From an optimization exercise on the open Yosys and OpenROAD flow, aimed at small area; shortcuts taken in it are not production practice.
At most, simulation tests tie the RTL to the original design; equivalence was not proved.
The flow treats the clock pin as an ideal source. Dropping or thinning the clock tree relies on that and would not hold on a real chip.
Power figures rest on the tool's default switching activity, not on a simulated workload.

Setup of MS:
==> flow/design.v <==
`timescale 1ns / 1ps
module DisplayModule(
    input clk,
    input rst,
    input buttonU,
    input buttonL,
    input buttonR,
    input buttonD,
    input sw0,
    input sw1,
    output [3:0] an,
    output [6:0] sev_seg,
    output dp
    );
    reg p2, m3a, m3b;
    always @(posedge clk) begin
        p2  <= ~(rst | p2);
        m3a <= ~(rst | m3a | m3b);
        m3b <= ~rst & m3a;
    end
    reg [4:0] m23;
    wire m23_ph22 = ((m23 & 5'h16) == 5'h14);
    always @(posedge clk)
        if (rst | m23_ph22) m23 <= 5'h0;
        else m23 <= {~m23[3:0], m23[4] ^ m23[1]};
    reg [9:0] m547;
    wire m547_ph546 = ((m547 & 10'h13f) == 10'h0);
    wire m547_ph2 = ((m547 & 10'h2af) == 10'h82);
    always @(posedge clk)
        if (rst | m547_ph546) m547 <= 10'h124;
        else m547 <= {~m547[8:0], m547[9] ^ m547[6]};
    reg [11:0] m2731;
    wire m2731_ph2730 = ((m2731 & 12'hf5f) == 12'h0);
    always @(posedge clk)
        if (rst | m2731_ph2730) m2731 <= 12'hc9;
        else m2731 <= {~m2731[10:0], m2731[11] ^ m2731[0]};
    reg [14:0] sec;
    wire sec_low = (sec[13:0] == 14'h1555);
    wire sec_zero = sec_low & sec[14];
    always @(posedge clk)
        if (rst) sec <= 15'h5555;
        else sec <= {~sec[13:0], sec[14] ^ sec[13] ^ sec_low};
    wire k2mod6 = m3b & ~p2;
    wire e240 = k2mod6 & m23_ph22;
    wire e30  = ~p2 & m547_ph546;
    wire p30  = p2 & m547_ph2;
    wire e2   = k2mod6 & m2731_ph2730;
    wire div0 = sec_zero;
    wire [3:0] b = {buttonU, buttonL, buttonR, buttonD};
    reg [3:0] s0, s1, ed;
    always @(posedge clk) begin
        if (rst) s0 <= 4'b0;
        else if (e30) s0 <= b;
    end
    always @(posedge clk) begin
        if (e30) begin
            s1 <= s0; ed <= s0 & ~s1;
        end
    end
    wire [3:0] pulse = p30 ? ed : 4'b0;
    reg [1:0] swd;
    always @(posedge clk) begin
        if (rst) swd <= 2'b0;
        else swd <= {swd[0], sw0 | sw1};
    end
    wire load = (|pulse) | swd[1];
    function [4:0] fwd(input [4:0] j); fwd = {j[3:0], ~j[4]}; endfunction
    function [4:0] bwd(input [4:0] j); bwd = {~j[0], j[4:1]}; endfunction
    reg [4:0] j0, j1, j2, j3;    
    wire z0 = ~j0[4] & ~j0[0], z1 = ~j1[4] & ~j1[0], z2 = ~j2[4] & ~j2[0], z3 = ~j3[4] & ~j3[0];
    wire qz = z0 & z1 & z2 & z3;
    wire swr = sw0 | sw1;
    wire K = rst | (load & swr);               
    wire A = load & ~swr & ~rst;               
    wire sU = pulse[3] & ~pulse[2] & ~pulse[1] & ~pulse[0];
    wire sL = ~pulse[3] & pulse[2] & ~pulse[1] & ~pulse[0];
    wire sR = ~pulse[3] & ~pulse[2] & pulse[1] & ~pulse[0];
    wire sD = ~pulse[3] & ~pulse[2] & ~pulse[1] & pulse[0];
    wire t9 = j1[4] & ~j1[3], t_ge2 = j1[1] | j1[4], t_ge5 = j1[4];
    wire c1 = (sU & t9) | (sL & t_ge2) | (sD & t_ge5);
    wire h9 = j2[4] & ~j2[3], h8 = j2[3] & ~j2[2], h_ge8 = j2[4] & ~j2[2], h_ge5 = j2[4], h4 = j2[3] & ~j2[4];
    wire c2 = (sU & c1 & h9) | (sL & (h9 | (h8 & c1))) | (sR & h_ge8) | (sD & (h_ge5 | (h4 & c1)));
    wire sat = c2 & j3[4] & ~j3[3];
    wire As = A & ~sat;
    wire N = A & sat;                          
    wire M0 = div0 & ~qz & ~load & ~rst;       
    wire M1 = M0 & z0, M2 = M1 & z1, M3 = M2 & z2;
    wire U1 = As & sU, L1 = As & sL, D1 = As & sD;
    wire H1 = As & ((sU & c1) | (sL & ~c1)), H2 = As & ((sL & c1) | sR);
    wire H5 = As & sD & ~c1, H6 = As & sD & c1;
    wire T1 = As & c2;
    wire K5 = load & sw1 & ~sw0 & ~rst, K1 = load & sw0 & ~sw1 & ~rst;
    wire k0 = ~(K | N | M0);
    wire k1 = ~(K | N | M1 | U1 | L1 | D1);
    wire k2 = ~(K | N | M2 | H1 | H2 | H5 | H6);
    wire k3 = ~(K | M3 | T1);
    wire [4:0] nine = 5'b10000;
    always @(posedge clk) begin
        j0 <= ({5{k0}} & j0) | ({5{N}} & nine) | ({5{M0}} & bwd(j0)) | {5{K5}};
        j1 <= ({5{k1}} & j1) | ({5{N}} & nine) | ({5{M1}} & bwd(j1)) | ({5{U1}} & fwd(j1))
            | ({5{L1}} & bwd(bwd(j1))) | ({5{D1}} & ~j1) | {4'b0, K1};
        j2 <= ({5{k2}} & j2) | ({5{N}} & nine) | ({5{M2}} & bwd(j2)) | ({5{H1}} & fwd(j2))
            | ({5{H2}} & fwd(fwd(j2))) | ({5{H5}} & ~j2) | ({5{H6}} & fwd(~j2)) | {3'b0, K5, K5};
        j3 <= ({5{k3}} & j3) | ({5{M3}} & bwd(j3)) | ({5{T1}} & fwd(j3));
    end
    reg started;
    reg [1:0] g;
    reg [4:0] dig;
    wire sel0 = e240 & g[1] & ~g[0], sel1 = e240 & ~g[1] & ~g[0];
    wire sel2 = e240 & ~g[1] & g[0],  sel3 = e240 & g[1] & g[0];
    wire keep = ~e240 & ~rst;
    always @(posedge clk) begin
        if (rst) begin
            started <= 1'b0; g <= 2'b10;
        end else if (e240) begin
            started <= 1'b1; g <= {g[0], ~g[1]};
        end
        dig <= ({5{sel0 & ~rst}} & j0) | ({5{sel1 & ~rst}} & j1) | ({5{sel2 & ~rst}} & j2)
             | ({5{sel3 & ~rst}} & j3) | ({5{keep}} & dig) | {rst, rst, 3'b0};
    end
    assign dp = started;
    assign an[0] = started & (g[1] | g[0]);
    assign an[1] = started & (g[1] | ~g[0]);
    assign an[2] = started & ~(g[1] & g[0]);
    assign an[3] = started & ~(g[1] & ~g[0]);
    wire [4:0] j = dig;
    wire [6:0] hx;
    assign hx[0] = (~j[1] & j[2]) | (~j[1] & ~j[4]);
    assign hx[1] = (~j[1] & j[2]) | (j[0] & ~j[3]);
    assign hx[2] = (~j[3] & j[4]) | (j[0] & ~j[1]) | (~j[1] & j[2]) | (j[0] & j[2]);
    assign hx[3] = (~j[3] & j[4]) | (j[0] & ~j[1]) | (~j[1] & j[2]) | (j[3] & ~j[4]);
    assign hx[4] = j[1] & ~j[2];
    assign hx[5] = j[1] & j[4];
    assign hx[6] = (j[0] & ~j[1]) | (j[3] & ~j[4]);
    reg blink;
    always @(posedge clk) begin
        if (rst) blink <= 1'b0;
        else if (e2) blink <= qz & ~blink;
    end
    wire odd0 = (~j0[3] & j0[4]) | (j0[0] & ~j0[1]) | (~j0[1] & j0[2]) | (j0[0] & j0[4]) | (j0[2] & ~j0[3]);
    wire flash = odd0 & ~j2[1] & ~j2[4] & z3 & ~load;
    assign sev_seg = hx | {7{flash | blink}};
endmodule
==> flow/config.mk <==
export PLATFORM = sky130hd
export DESIGN_NAME = DisplayModule
export DESIGN_NICKNAME = DisplayModule
export VERILOG_FILES = /design/flow/design.v
export SDC_FILE = /design/flow/constraint.sdc
export NUM_CORES = 4
export LEC_CHECK = 0
export CAP_MARGIN = 20
export CORE_MARGIN = 2
export CORE_UTILIZATION = 40
export SLEW_MARGIN = 20
==> flow/constraint.sdc <==
create_clock -name core_clock -period 10.0 [get_ports {clk}]
set_input_delay 2.0000 -clock core_clock [delete_from_list [all_inputs] [get_ports {clk}]]
set_output_delay 2.0000 -clock core_clock [all_outputs]
set_load 0.01 [all_outputs]
standard.sh (not shown) runs the stock make flow with config.mk's settings and CLKGATE_MAP_FILE= SYNTH_SCRIPT=/design/flow/synth_recipe.tcl, a recipe that flattens the netlist after the stock synthesis.
==> flow/flow/run.sh <==
#!/bin/bash
# Own layout flow: the standard flow (standard.sh), with these changes:
#  - the combinational logic is mapped with several area-oriented ABC scripts
#    (flow/abc_*.script, by flow/abc_pick.tcl) and the smallest mapping is
#    kept, in place of ORFS's speed script; the flip-flops come from the
#    unchanged standard synthesis steps (dfflibmap runs before abc);
#  - the port buffers are the smallest buffer cell;
#  - the clock is buffered by flow/pre_cts.tcl (a few clock buffers, each
#    driving the flip-flops of one region) in place of TritonCTS.
# Each tool's output goes to a log file in this folder.
set -euo pipefail
W=$(pwd)
# synthesis script: synth_recipe.tcl with abc wrapped by abc_pick.tcl
{
  head -n 1 synth_recipe.tcl
  echo "set ::ABC_PICK_SCRIPTS [lsort [glob $W/flow/abc_*.script]]"
  echo "source $W/flow/abc_pick.tcl"
  tail -n +2 synth_recipe.tcl
} > own_synth.tcl
sed -e "s#SYNTH_SCRIPT=[^ ]*#SYNTH_SCRIPT=$W/own_synth.tcl#" \
    -e "s#CLKGATE_MAP_FILE= #CLKGATE_MAP_FILE= 'BUFFER_PORTS_ARGS=-buffer_cell sky130_fd_sc_hd__buf_1' PRE_CTS_TCL=$W/flow/pre_cts.tcl #" \
    standard.sh > own_standard.sh
bash own_standard.sh > flow_make.log 2>&1
Other scripts of this flow, unchanged in this note and not shown: flow/flow/abc_a5.script, flow/flow/abc_c7.script, flow/flow/abc_d6.script, flow/flow/abc_e1.script, flow/flow/abc_e3.script, flow/flow/abc_f4.script, flow/flow/abc_pick.tcl, flow/flow/pre_cts.tcl
Changes in AL relative to MS:
--- a/flow/design.v
+++ b/flow/design.v
@@ -101,39 +101,41 @@
             | ({5{L1}} & bwd(bwd(j1))) | ({5{D1}} & ~j1) | {4'b0, K1};
         j2 <= ({5{k2}} & j2) | ({5{N}} & nine) | ({5{M2}} & bwd(j2)) | ({5{H1}} & fwd(j2))
             | ({5{H2}} & fwd(fwd(j2))) | ({5{H5}} & ~j2) | ({5{H6}} & fwd(~j2)) | {3'b0, K5, K5};
         j3 <= ({5{k3}} & j3) | ({5{M3}} & bwd(j3)) | ({5{T1}} & fwd(j3));
     end
-    reg started;
     reg [1:0] g;
-    reg [4:0] dig;
-    wire sel0 = e240 & g[1] & ~g[0], sel1 = e240 & ~g[1] & ~g[0];
-    wire sel2 = e240 & ~g[1] & g[0],  sel3 = e240 & g[1] & g[0];
+    reg [3:0] dig;
+    wire gs0 = g[1] & ~g[0], gs1 = ~g[1] & ~g[0], gs2 = ~g[1] & g[0], gs3 = g[1] & g[0];
+    wire [4:0] nj = ({5{gs0}} & j0) | ({5{gs1}} & j1) | ({5{gs2}} & j2) | ({5{gs3}} & j3);
+    wire [3:0] nc;       
+    assign nc[0] = ~nj[1] | (nj[3] & ~nj[4]);
+    assign nc[1] = (nj[1] & nj[3]) | (~nj[2] & nj[4]);
+    assign nc[2] = ~nj[0] | (nj[1] & ~nj[2]);
+    assign nc[3] = (~nj[0] & ~nj[4]) | (~nj[2] & nj[3]);
+    wire load_dig = e240 & ~rst;
     wire keep = ~e240 & ~rst;
     always @(posedge clk) begin
-        if (rst) begin
-            started <= 1'b0; g <= 2'b10;
-        end else if (e240) begin
-            started <= 1'b1; g <= {g[0], ~g[1]};
-        end
-        dig <= ({5{sel0 & ~rst}} & j0) | ({5{sel1 & ~rst}} & j1) | ({5{sel2 & ~rst}} & j2)
-             | ({5{sel3 & ~rst}} & j3) | ({5{keep}} & dig) | {rst, rst, 3'b0};
+        if (rst) g <= 2'b10;
+        else if (e240) g <= {g[0], ~g[1]};
+        dig <= ({4{load_dig}} & nc) | ({4{keep}} & dig) | {rst, rst, 2'b0};
     end
+    wire started = ~dig[3] | dig[0];
     assign dp = started;
     assign an[0] = started & (g[1] | g[0]);
     assign an[1] = started & (g[1] | ~g[0]);
     assign an[2] = started & ~(g[1] & g[0]);
     assign an[3] = started & ~(g[1] & ~g[0]);
-    wire [4:0] j = dig;
+    wire [3:0] q = dig;
     wire [6:0] hx;
-    assign hx[0] = (~j[1] & j[2]) | (~j[1] & ~j[4]);
-    assign hx[1] = (~j[1] & j[2]) | (j[0] & ~j[3]);
-    assign hx[2] = (~j[3] & j[4]) | (j[0] & ~j[1]) | (~j[1] & j[2]) | (j[0] & j[2]);
-    assign hx[3] = (~j[3] & j[4]) | (j[0] & ~j[1]) | (~j[1] & j[2]) | (j[3] & ~j[4]);
-    assign hx[4] = j[1] & ~j[2];
-    assign hx[5] = j[1] & j[4];
-    assign hx[6] = (j[0] & ~j[1]) | (j[3] & ~j[4]);
+    assign hx[0] = q[0] & ~q[1];
+    assign hx[1] = ~q[1] & ~q[3];
+    assign hx[2] = ~q[2] | (q[0] & ~q[3]);
+    assign hx[3] = q[0] & ~q[3];
+    assign hx[4] = ~q[0] & ~q[1] & q[2] & ~q[3];
+    assign hx[5] = ~q[0] & q[1];
+    assign hx[6] = q[0] & ~q[2];
     reg blink;
     always @(posedge clk) begin
         if (rst) blink <= 1'b0;
         else if (e2) blink <= qz & ~blink;
     end
Results
- Compared AL against MS; total power within noise.
- AL and MS ended up with roughly the same worst hold slack.
- On final wirelength: AL sits below MS.
- In the tables for AL and MS, non-clock inverter count in the final layout reads higher with AL.
- AL vs MS — cell area after synthesis dropped slightly
Function not checked in MS: the RTL went through the layout flow alone. No run of this note takes its clock network from TritonCTS; it comes from the design's own scripts or RTL.

== before ==
RTL: the design.v shown in full above, as it stands there.
clock: 10.0 ns
lec_check: 0
cap_margin: 20
core_margin: 2
core_utilization: 40
slew_margin: 20
==> flow/flow/run.sh <==
#!/bin/bash
# Own layout flow: the standard flow (standard.sh), with these changes:
#  - the combinational logic is mapped with an area-oriented ABC script
#    (flow/area.script) instead of ORFS's speed script; the flip-flops come
#    from the unchanged standard synthesis steps (dfflibmap runs before abc);
#  - the port buffers are the smallest buffer cell;
#  - the clock is buffered by flow/pre_cts.tcl (a few clock buffers, each
#    driving the flip-flops of one region) in place of TritonCTS.
# Each tool's output goes to a log file in this folder.
set -euo pipefail
W=$(pwd)
# synthesis script: synth_recipe.tcl with abc's -script replaced
{
  head -n 1 synth_recipe.tcl
  echo "proc abc {args} { set i [lsearch \$args -script]; set args [lreplace \$args [expr {\$i+1}] [expr {\$i+1}] $W/flow/area.script]; yosys abc {*}\$args }"
  tail -n +2 synth_recipe.tcl
} > own_synth.tcl
sed -e "s#SYNTH_SCRIPT=[^ ]*#SYNTH_SCRIPT=$W/own_synth.tcl#" \
    -e "s#CLKGATE_MAP_FILE= #CLKGATE_MAP_FILE= 'BUFFER_PORTS_ARGS=-buffer_cell sky130_fd_sc_hd__buf_1' PRE_CTS_TCL=$W/flow/pre_cts.tcl #" \
    standard.sh > own_standard.sh
bash own_standard.sh > flow_make.log 2>&1
Other scripts of this flow, unchanged in this note and not shown: flow/flow/area.script, flow/flow/pre_cts.tcl
Per the final summary, before finished and its layout is clean on timing, DRC and antenna.
Modified inputs, after compared to before
diff --git a/flow/design.v b/flow/design.v
--- a/flow/design.v
+++ b/flow/design.v
@@ -21,21 +21,21 @@
     reg [4:0] m23;
     wire m23_ph22 = ((m23 & 5'h16) == 5'h14);
     always @(posedge clk)
         if (rst | m23_ph22) m23 <= 5'h0;
         else m23 <= {~m23[3:0], m23[4] ^ m23[1]};
     reg [9:0] m547;
-    wire m547_ph546 = ((m547 & 10'h13f) == 10'h0);
-    wire m547_ph2 = ((m547 & 10'h2af) == 10'h82);
+    wire m547_ph546 = ((m547 & 10'h26e) == 10'h46);
+    wire m547_ph2 = ((m547 & 10'h36f) == 10'h2);
     always @(posedge clk)
-        if (rst | m547_ph546) m547 <= 10'h124;
-        else m547 <= {~m547[8:0], m547[9] ^ m547[6]};
+        if (rst | m547_ph546) m547 <= 10'h0;
+        else m547 <= {~m547[8:0], m547[9] ^ m547[2]};
     reg [11:0] m2731;
-    wire m2731_ph2730 = ((m2731 & 12'hf5f) == 12'h0);
+    wire m2731_ph2730 = ((m2731 & 12'hdbf) == 12'h127);
     always @(posedge clk)
-        if (rst | m2731_ph2730) m2731 <= 12'hc9;
+        if (rst | m2731_ph2730) m2731 <= 12'h0;
         else m2731 <= {~m2731[10:0], m2731[11] ^ m2731[0]};
     reg [14:0] sec;
     wire sec_low = (sec[13:0] == 14'h1555);
     wire sec_zero = sec_low & sec[14];
     always @(posedge clk)
         if (rst) sec <= 15'h5555;
## What came out
Fraction of power consumed by combinational cells for after: 0.6 points down relative to before. Between before and after, the difference in register fraction of the total cell area is negligible. [after] cell count after placement rose about 0.6% relative to before. Taking before as the reference, in after global-route usage over all layers decreased by 0.37 points relative to the old numbers; area growth from synthesis to layout closely matched the old numbers.
Function not checked in before: the RTL went through the layout flow alone. In every run of this note, the design's own scripts or RTL, not TritonCTS, make the clock network.

-- what the ideal ports hide --
The results above use ideal ports. As a check the final layouts listed here were re-extracted and re-timed, cells and wires unchanged. Step 1 sets driving cells, clkbuf_16 on the clock port and buf_2 on the other inputs (assumed; they add their load-dependent delay and slew). Step 2 times the ports against the registers' clock, not the clock port: input delays grow and output delays shrink by t, the midpoint of the rising clock arrivals with the driver on. a / b / c = no drivers / after step 1 / after step 2; a / b = the first two.
run | t, ns | setup WS [ns] | clock arrival spread, ns | worst slew at a driven data input, ns
MS | 0.226 | 4.930 / 4.967 / 4.741 | 0.017 / 0.017 | 0.03
AL | 0.227 | 5.535 / 5.474 / 5.701 | 0.020 / 0.020 | 0.03
before | 0.226 | 5.357 / 5.298 / 5.402 | 0.021 / 0.021 | 0.03
after | 0.227 | 5.187 / 5.126 / 5.354 | 0.015 / 0.015 | 0.03
After both steps every run listed still meets setup and hold. The setup slack of MS, which loses most, moves by +0.037 ns with the drivers and by -0.189 ns with both steps.
